Background: an optimization exercise with open tools, aiming at small area, a short achievable clock period and few clock cycles per item. Do not read the settings as production practice. RTL that was checked went through simulation tests only; none was proved equivalent to the original.

==> job 3911: inputs <==
## xtea_top
module xtea_top(
    input clock, reset, cfg, start,
    input[127:0] data_i, key,
    output busy, ready,
    output[127:0] data_o
);
export LEC_CHECK = 0
export CAP_MARGIN = 20
export CORE_MARGIN = 2
export CORE_UTILIZATION = 60
export SLEW_MARGIN = 20
export SYNTH_HIERARCHICAL = 1
create_clock -name core_clock -period 10.0 [get_ports {clock}]
standard.sh (not shown) runs the stock make flow with config.mk's settings and CLKGATE_MAP_FILE= SYNTH_SCRIPT=/design/flow/synth_recipe.tcl, a recipe that flattens the netlist after the stock synthesis.
==> flow/flow/run.sh <==
#!/bin/bash
# Standard layout, except that the port buffers are the smallest buffer and
# timing repair aims well below the clock period.
set -euo pipefail
export BUFFER_PORTS_ARGS="-buffer_cell sky130_fd_sc_hd__buf_1"
bash standard.sh SETUP_SLACK_MARGIN=6.6 finish > standard.log 2>&1
==> inputs of job 6038, as changes to job 3911 <==
==> flow/flow/run.sh (replaced) <==
#!/bin/bash
# Standard layout, except that the port buffers are the smallest buffer and
# timing repair aims well below the clock period.
set -euo pipefail
export BUFFER_PORTS_ARGS="-buffer_cell sky130_fd_sc_hd__buf_1"
bash standard.sh SETUP_SLACK_MARGIN=7 finish > standard.log 2>&1
==> summary.txt <==
metric	job 3911	job 6038
Area added between synthesis and finish	14.70%	31.86%
Final nets	3050	3250
Count of plain and timing-repair buffers in the layout	479	677
Share of the cycle needed by the critical path after routing	35.14%	35.29%
Crit path DAT	3960 ps	4000 ps
Outcome	timing/DRC/antenna clean	timing/DRC/antenna clean
RR Endpoint	b1[31]	b0[31]
Post-detailed-placement half-perimeter wirelength	42480 um	42440 um
Total of clock buffers placed in the layout	56	51
Path depth of the worst reg2reg path	20	22
Sum of met3 wire segment lengths after detailed routing	3034 um	3545 um
Multi-input logic portion of the cell area	46.65%	43.88%
Testbench counts of job 3911, summed over its fixed seeds: cycles 21,440, ops 320.
Testbench counts of job 6038, summed over its fixed seeds: cycles 21,440, ops 320.

========
==> run K <==
Another version of the RTL of xtea_top (not shown whole).
==> module xtea_pg1, before the edit <==
module xtea_pg1(input [31:0] s, b, input go, output [30:0] g, p, output p31);
assign g = s[30:0] & b[30:0] & {31{go}};
assign p = s[30:0] ^ b[30:0];
assign p31 = s[31] ^ b[31];
endmodule
==> module xtea_step, before the edit <==
module xtea_step(input [31:0] a, b, k, d, input go, cin, busy, output [31:0] n);
wire [31:0] s, e, q;
wire [30:0] g1, p1, c, g2n, p2n, C;
wire p31, f31;
xtea_sx  SX  (.b(b), .s(s));
xtea_pg1 PG1 (.s(s), .b(b), .go(go), .g(g1), .p(p1), .p31(f31));
xtea_pfx_bk_p0 PF (.g(g1), .p(p1), .G(c));
xtea_e   E   (.a(a), .k(k), .p(p1), .p31(f31), .go(go), .e(e));
xtea_pg2 PG2 (.c(c), .e(e), .a(a), .cin(cin), .gn(g2n), .pn(p2n), .p31(p31));
xtea_pfx_bk_p1 PS (.g(g2n), .p(p2n), .G(C));
xtea_q   Q   (.pn(p2n), .p31(p31), .d(d), .busy(busy), .q(q));
xtea_sum SUM (.q(q), .C(C), .cin(cin), .n(n));
endmodule
==> module xtea_top, before the edit <==
module xtea_top(
    input clock, reset, cfg, start,
    input[127:0] data_i, key,
    output busy, ready,
    output[127:0] data_o
);
localparam [31:0] DELTA = 32'h9E3779B9;
reg        busy_r, ready_r;
reg        dec;
reg        go;       
reg [6:0]  cnt;
reg [31:0] a0, b0, a1, b1;
reg [127:0] k;
reg [31:0] s;        
reg [31:0] skr;      
reg [3:0]  ksel;     
always @(posedge clock, posedge reset)
begin
    if(reset) begin
        busy_r  <= 1'b0;
        ready_r <= 1'b0;
        go      <= 1'b0;
    end
    else begin
        busy_r  <= busy_r ? !ready_r : start;
        ready_r <= busy_r && !ready_r && (cnt == 7'd64);
        go      <= busy_r ? !ready_r && !(!dec && cnt == 7'd63) : start && cfg;
    end
end
assign busy  = busy_r;
assign ready = ready_r;
wire cin = dec & go;
wire [31:0] kx = (k[ 31: 0] & {32{ksel[0]}}) | (k[ 63:32] & {32{ksel[1]}}) |
                 (k[ 95:64] & {32{ksel[2]}}) | (k[127:96] & {32{ksel[3]}});
wire [31:0] sk_next;
xtea_add SKA (.x(s), .y(kx), .inv(dec), .r(sk_next));
wire        s_upd = cnt[0] ^ dec;
wire [31:0] s_add;
xtea_sadd SDA (.x(s), .dec(dec), .r(s_add));
wire [31:0] s_nx = s_upd ? s_add : s;
wire [1:0]  idx_next = cnt[0] ? s_nx[12:11] : s_nx[1:0];
wire [31:0] n0, n1;
xtea_step STEP0 (.a(a0), .b(b0), .k(skr), .d(data_i[ 63:32]), .go(go), .cin(cin), .busy(busy_r), .n(n0));
xtea_step STEP1 (.a(a1), .b(b1), .k(skr), .d(data_i[127:96]), .go(go), .cin(cin), .busy(busy_r), .n(n1));
always @(posedge clock)
begin
    b0 <= n0;
    b1 <= n1;
    if(!busy_r) begin
        a0   <= data_i[ 31: 0];
        a1   <= data_i[ 95:64];
        k    <= key;
        dec  <= !cfg;
        cnt  <= 7'd0;
        s    <= cfg ? DELTA : 32'hC6EF3720;
        skr  <= key[31:0];
        ksel <= cfg ? 4'b1000 : 4'b0100;
    end
    else begin
        a0   <= b0;
        a1   <= b1;
        cnt  <= cnt + 7'd1;
        skr  <= sk_next;
        s    <= s_nx;
        ksel <= 4'b0001 << idx_next;
    end
end
assign data_o = {a1, b1, a0, b0};
endmodule
Settings: LEC_CHECK=0, CAP_MARGIN=20, CORE_MARGIN=2, CORE_UTILIZATION=60, SLEW_MARGIN=20, SYNTH_HIERARCHICAL=1; clock period 10.0 ns.
==> flow/flow/run.sh <==
#!/bin/bash
# Standard layout, except that the port buffers are the smallest buffer and
# timing repair aims well below the clock period.
set -euo pipefail
export BUFFER_PORTS_ARGS="-buffer_cell sky130_fd_sc_hd__buf_1"
bash standard.sh SETUP_SLACK_MARGIN=6.3 finish > standard.log 2>&1
==> run R (differences from run K) <==
--- a/flow/design.v
+++ b/flow/design.v
@@ -32,8 +32,8 @@
 assign s[30] = b[26];
 assign s[31] = b[27];
 endmodule
-module xtea_pg1(input [31:0] s, b, input go, output [30:0] g, p, output p31);
-assign g = s[30:0] & b[30:0] & {31{go}};
+module xtea_pg1(input [31:0] s, b, input gfa, gfb, output [30:0] g, p, output p31);
+assign g = s[30:0] & b[30:0] & {{15{gfb}}, {16{gfa}}};
 assign p = s[30:0] ^ b[30:0];
 assign p31 = s[31] ^ b[31];
 endmodule
@@ -174,12 +174,12 @@
 assign n[30] = ~(q[30] ^ C[29]);
 assign n[31] = q[31] ^ C[30];
 endmodule
-module xtea_step(input [31:0] a, b, k, d, input go, cin, busy, output [31:0] n);
+module xtea_step(input [31:0] a, b, k, d, input go, gfa, gfb, cin, busy, output [31:0] n);
 wire [31:0] s, e, q;
 wire [30:0] g1, p1, c, g2n, p2n, C;
 wire p31, f31;
 xtea_sx  SX  (.b(b), .s(s));
-xtea_pg1 PG1 (.s(s), .b(b), .go(go), .g(g1), .p(p1), .p31(f31));
+xtea_pg1 PG1 (.s(s), .b(b), .gfa(gfa), .gfb(gfb), .g(g1), .p(p1), .p31(f31));
 xtea_pfx_bk_p0 PF (.g(g1), .p(p1), .G(c));
 xtea_e   E   (.a(a), .k(k), .p(p1), .p31(f31), .go(go), .e(e));
 xtea_pg2 PG2 (.c(c), .e(e), .a(a), .cin(cin), .gn(g2n), .pn(p2n), .p31(p31));
@@ -276,6 +276,7 @@
 reg        busy_r, ready_r;
 reg        dec;
 reg        go;       
+reg        gf0a, gf0b, gf1a, gf1b;
 reg [6:0]  cnt;
 reg [31:0] a0, b0, a1, b1;
 reg [127:0] k;
@@ -288,11 +289,19 @@
         busy_r  <= 1'b0;
         ready_r <= 1'b0;
         go      <= 1'b0;
+        gf0a    <= 1'b0;
+        gf0b    <= 1'b0;
+        gf1a    <= 1'b0;
+        gf1b    <= 1'b0;
     end
     else begin
         busy_r  <= busy_r ? !ready_r : start;
         ready_r <= busy_r && !ready_r && (cnt == 7'd64);
         go      <= busy_r ? !ready_r && !(!dec && cnt == 7'd63) : start && cfg;
+        gf0a    <= busy_r ? !ready_r && !(!dec && cnt == 7'd63) && !cnt[6] : start && cfg;
+        gf0b    <= busy_r ? !ready_r && !(!dec && cnt == 7'd63) && cnt != 7'd64 : start && cfg;
+        gf1a    <= busy_r ? !(!dec && cnt == 7'd63) && !cnt[6] : start && cfg;
+        gf1b    <= busy_r ? !(!dec && cnt == 7'd63) && cnt[6:1] != 6'd32 : start && cfg;
     end
 end
 assign busy  = busy_r;
@@ -308,8 +317,8 @@
 wire [31:0] s_nx = s_upd ? s_add : s;
 wire [1:0]  idx_next = cnt[0] ? s_nx[12:11] : s_nx[1:0];
 wire [31:0] n0, n1;
-xtea_step STEP0 (.a(a0), .b(b0), .k(skr), .d(data_i[ 63:32]), .go(go), .cin(cin), .busy(busy_r), .n(n0));
-xtea_step STEP1 (.a(a1), .b(b1), .k(skr), .d(data_i[127:96]), .go(go), .cin(cin), .busy(busy_r), .n(n1));
+xtea_step STEP0 (.a(a0), .b(b0), .k(skr), .d(data_i[ 63:32]), .go(go), .gfa(gf0a), .gfb(gf0b), .cin(cin), .busy(busy_r), .n(n0));
+xtea_step STEP1 (.a(a1), .b(b1), .k(skr), .d(data_i[127:96]), .go(go), .gfa(gf1a), .gfb(gf1b), .cin(cin), .busy(busy_r), .n(n1));
 always @(posedge clock)
 begin
     b0 <= n0;
CORE_UTILIZATION = 50   (was 60)
CTS_CLUSTER_DIAMETER = 100   (was default)
CTS_CLUSTER_SIZE = 30   (was default)
==> run Y (differences from run K) <==
--- a/flow/design.v
+++ b/flow/design.v
@@ -32,8 +32,8 @@
 assign s[30] = b[26];
 assign s[31] = b[27];
 endmodule
-module xtea_pg1(input [31:0] s, b, input go, output [30:0] g, p, output p31);
-assign g = s[30:0] & b[30:0] & {31{go}};
+module xtea_pg1(input [31:0] s, b, input gfa, gfb, output [30:0] g, p, output p31);
+assign g = s[30:0] & b[30:0] & {{15{gfb}}, {16{gfa}}};
 assign p = s[30:0] ^ b[30:0];
 assign p31 = s[31] ^ b[31];
 endmodule
@@ -174,12 +174,12 @@
 assign n[30] = ~(q[30] ^ C[29]);
 assign n[31] = q[31] ^ C[30];
 endmodule
-module xtea_step(input [31:0] a, b, k, d, input go, cin, busy, output [31:0] n);
+module xtea_step(input [31:0] a, b, k, d, input go, gfa, gfb, cin, busy, output [31:0] n);
 wire [31:0] s, e, q;
 wire [30:0] g1, p1, c, g2n, p2n, C;
 wire p31, f31;
 xtea_sx  SX  (.b(b), .s(s));
-xtea_pg1 PG1 (.s(s), .b(b), .go(go), .g(g1), .p(p1), .p31(f31));
+xtea_pg1 PG1 (.s(s), .b(b), .gfa(gfa), .gfb(gfb), .g(g1), .p(p1), .p31(f31));
 xtea_pfx_bk_p0 PF (.g(g1), .p(p1), .G(c));
 xtea_e   E   (.a(a), .k(k), .p(p1), .p31(f31), .go(go), .e(e));
 xtea_pg2 PG2 (.c(c), .e(e), .a(a), .cin(cin), .gn(g2n), .pn(p2n), .p31(p31));
@@ -276,6 +276,7 @@
 reg        busy_r, ready_r;
 reg        dec;
 reg        go;       
+reg        gf0a, gf0b, gf1a, gf1b;
 reg [6:0]  cnt;
 reg [31:0] a0, b0, a1, b1;
 reg [127:0] k;
@@ -288,11 +289,19 @@
         busy_r  <= 1'b0;
         ready_r <= 1'b0;
         go      <= 1'b0;
+        gf0a    <= 1'b0;
+        gf0b    <= 1'b0;
+        gf1a    <= 1'b0;
+        gf1b    <= 1'b0;
     end
     else begin
         busy_r  <= busy_r ? !ready_r : start;
         ready_r <= busy_r && !ready_r && (cnt == 7'd64);
         go      <= busy_r ? !ready_r && !(!dec && cnt == 7'd63) : start && cfg;
+        gf0a    <= busy_r ? !ready_r && !(!dec && cnt == 7'd63) && !cnt[6] : start && cfg;
+        gf0b    <= busy_r ? !ready_r && !(!dec && cnt == 7'd63) && cnt != 7'd64 : start && cfg;
+        gf1a    <= busy_r ? !(!dec && cnt == 7'd63) && !cnt[6] : start && cfg;
+        gf1b    <= busy_r ? !(!dec && cnt == 7'd63) && cnt[6:1] != 6'd32 : start && cfg;
     end
 end
 assign busy  = busy_r;
@@ -308,8 +317,8 @@
 wire [31:0] s_nx = s_upd ? s_add : s;
 wire [1:0]  idx_next = cnt[0] ? s_nx[12:11] : s_nx[1:0];
 wire [31:0] n0, n1;
-xtea_step STEP0 (.a(a0), .b(b0), .k(skr), .d(data_i[ 63:32]), .go(go), .cin(cin), .busy(busy_r), .n(n0));
-xtea_step STEP1 (.a(a1), .b(b1), .k(skr), .d(data_i[127:96]), .go(go), .cin(cin), .busy(busy_r), .n(n1));
+xtea_step STEP0 (.a(a0), .b(b0), .k(skr), .d(data_i[ 63:32]), .go(go), .gfa(gf0a), .gfb(gf0b), .cin(cin), .busy(busy_r), .n(n0));
+xtea_step STEP1 (.a(a1), .b(b1), .k(skr), .d(data_i[127:96]), .go(go), .gfa(gf1a), .gfb(gf1b), .cin(cin), .busy(busy_r), .n(n1));
 always @(posedge clock)
 begin
     b0 <= n0;
CTS_CLUSTER_DIAMETER = 100   (was default)
CTS_CLUSTER_SIZE = 30   (was default)
==> qor summary <==
|  | run K | run R | run Y |
|---|---|---|---|
| Hold Path Origin | cnt[4]$_SDFF_PN0_ | cnt[5]$_SDFF_PN0_ | cnt[5]$_SDFF_PN0_ |
| Die boundary height | 196 microns | 215 microns | 197 microns |
| Top fanout value on the critical path | 7 | 4 | 5 |
| Total instance count after detailed placement | 2832 | 2968 | 2843 |
| Weighted congestion at the end of routability-driven global placement | 0.885 | 0.906 | 0.905 |
| Clock buf count | 51 | 22 | 21 |
| Max-slew headroom | 30.2% | 34.8% | 36.9% |
| Outcome | timing/DRC/antenna clean | timing/DRC/antenna clean | timing/DRC/antenna clean |
| Detailed-routing wirelength on met1 | 24400 microns | 25700 microns | 24600 microns |
| Layout sequential cell count | 335 | 339 | 339 |
| Worst Hold Path EP | ready_r$_DFF_PP0_ | cnt[5]$_SDFF_PN0_ | cnt[5]$_SDFF_PN0_ |
| Number of H-tree levels | 2 | 1 | 1 |
| Routed via count | 15759 | 15632 | 15650 |
Testbench counts of run R, summed over its fixed seeds: cycles 21,440, ops 320.
Testbench counts of run Y, summed over its fixed seeds: cycles 21,440, ops 320.
Only the layout flow was run in run K; the RTL was not checked for function there.

port drivers added, routing unchanged:
The results above use ideal ports. As a check the final layouts listed here were re-extracted and re-timed, cells and wires unchanged.
Step 1 sets driving cells, clkbuf_16 on the clock port and buf_2 on the other inputs (assumed; they add their load-dependent delay and slew).
Step 2 also shifts input and output timing later by t, the mid clock arrival at the registers, as if the neighbouring blocks saw the same clock.
Three values: ideal, step 1, step 2; two values: the first two.
run	shift t [ns]	setup slack, ns	hold WS [ns]	worst setup path after step 2	slew at the worst register clock pin (ns)
job 3911	0.617	6.486 / 6.486 / 6.486	0.503 / 0.503 / 0.503	register to register	0.07 / 0.07
job 6038	0.627	6.471 / 6.471 / 6.450	0.501 / 0.501 / 0.501	input to register	0.06 / 0.06
run K	0.610	6.400 / 6.400 / 6.399	0.489 / 0.489 / 0.489	input to register	0.06 / 0.06
run R	0.595	6.387 / 6.387 / 6.387	0.530 / 0.530 / 0.530	register to register	0.12 / 0.12
run Y	0.592	6.415 / 6.398 / 6.415	0.538 / 0.538 / 0.538	register to register	0.12 / 0.12
After both steps setup and hold are still met in every run listed. The setup slack of job 6038, which loses most, moves by 0.000 ns with the drivers and by -0.021 ns with both steps.
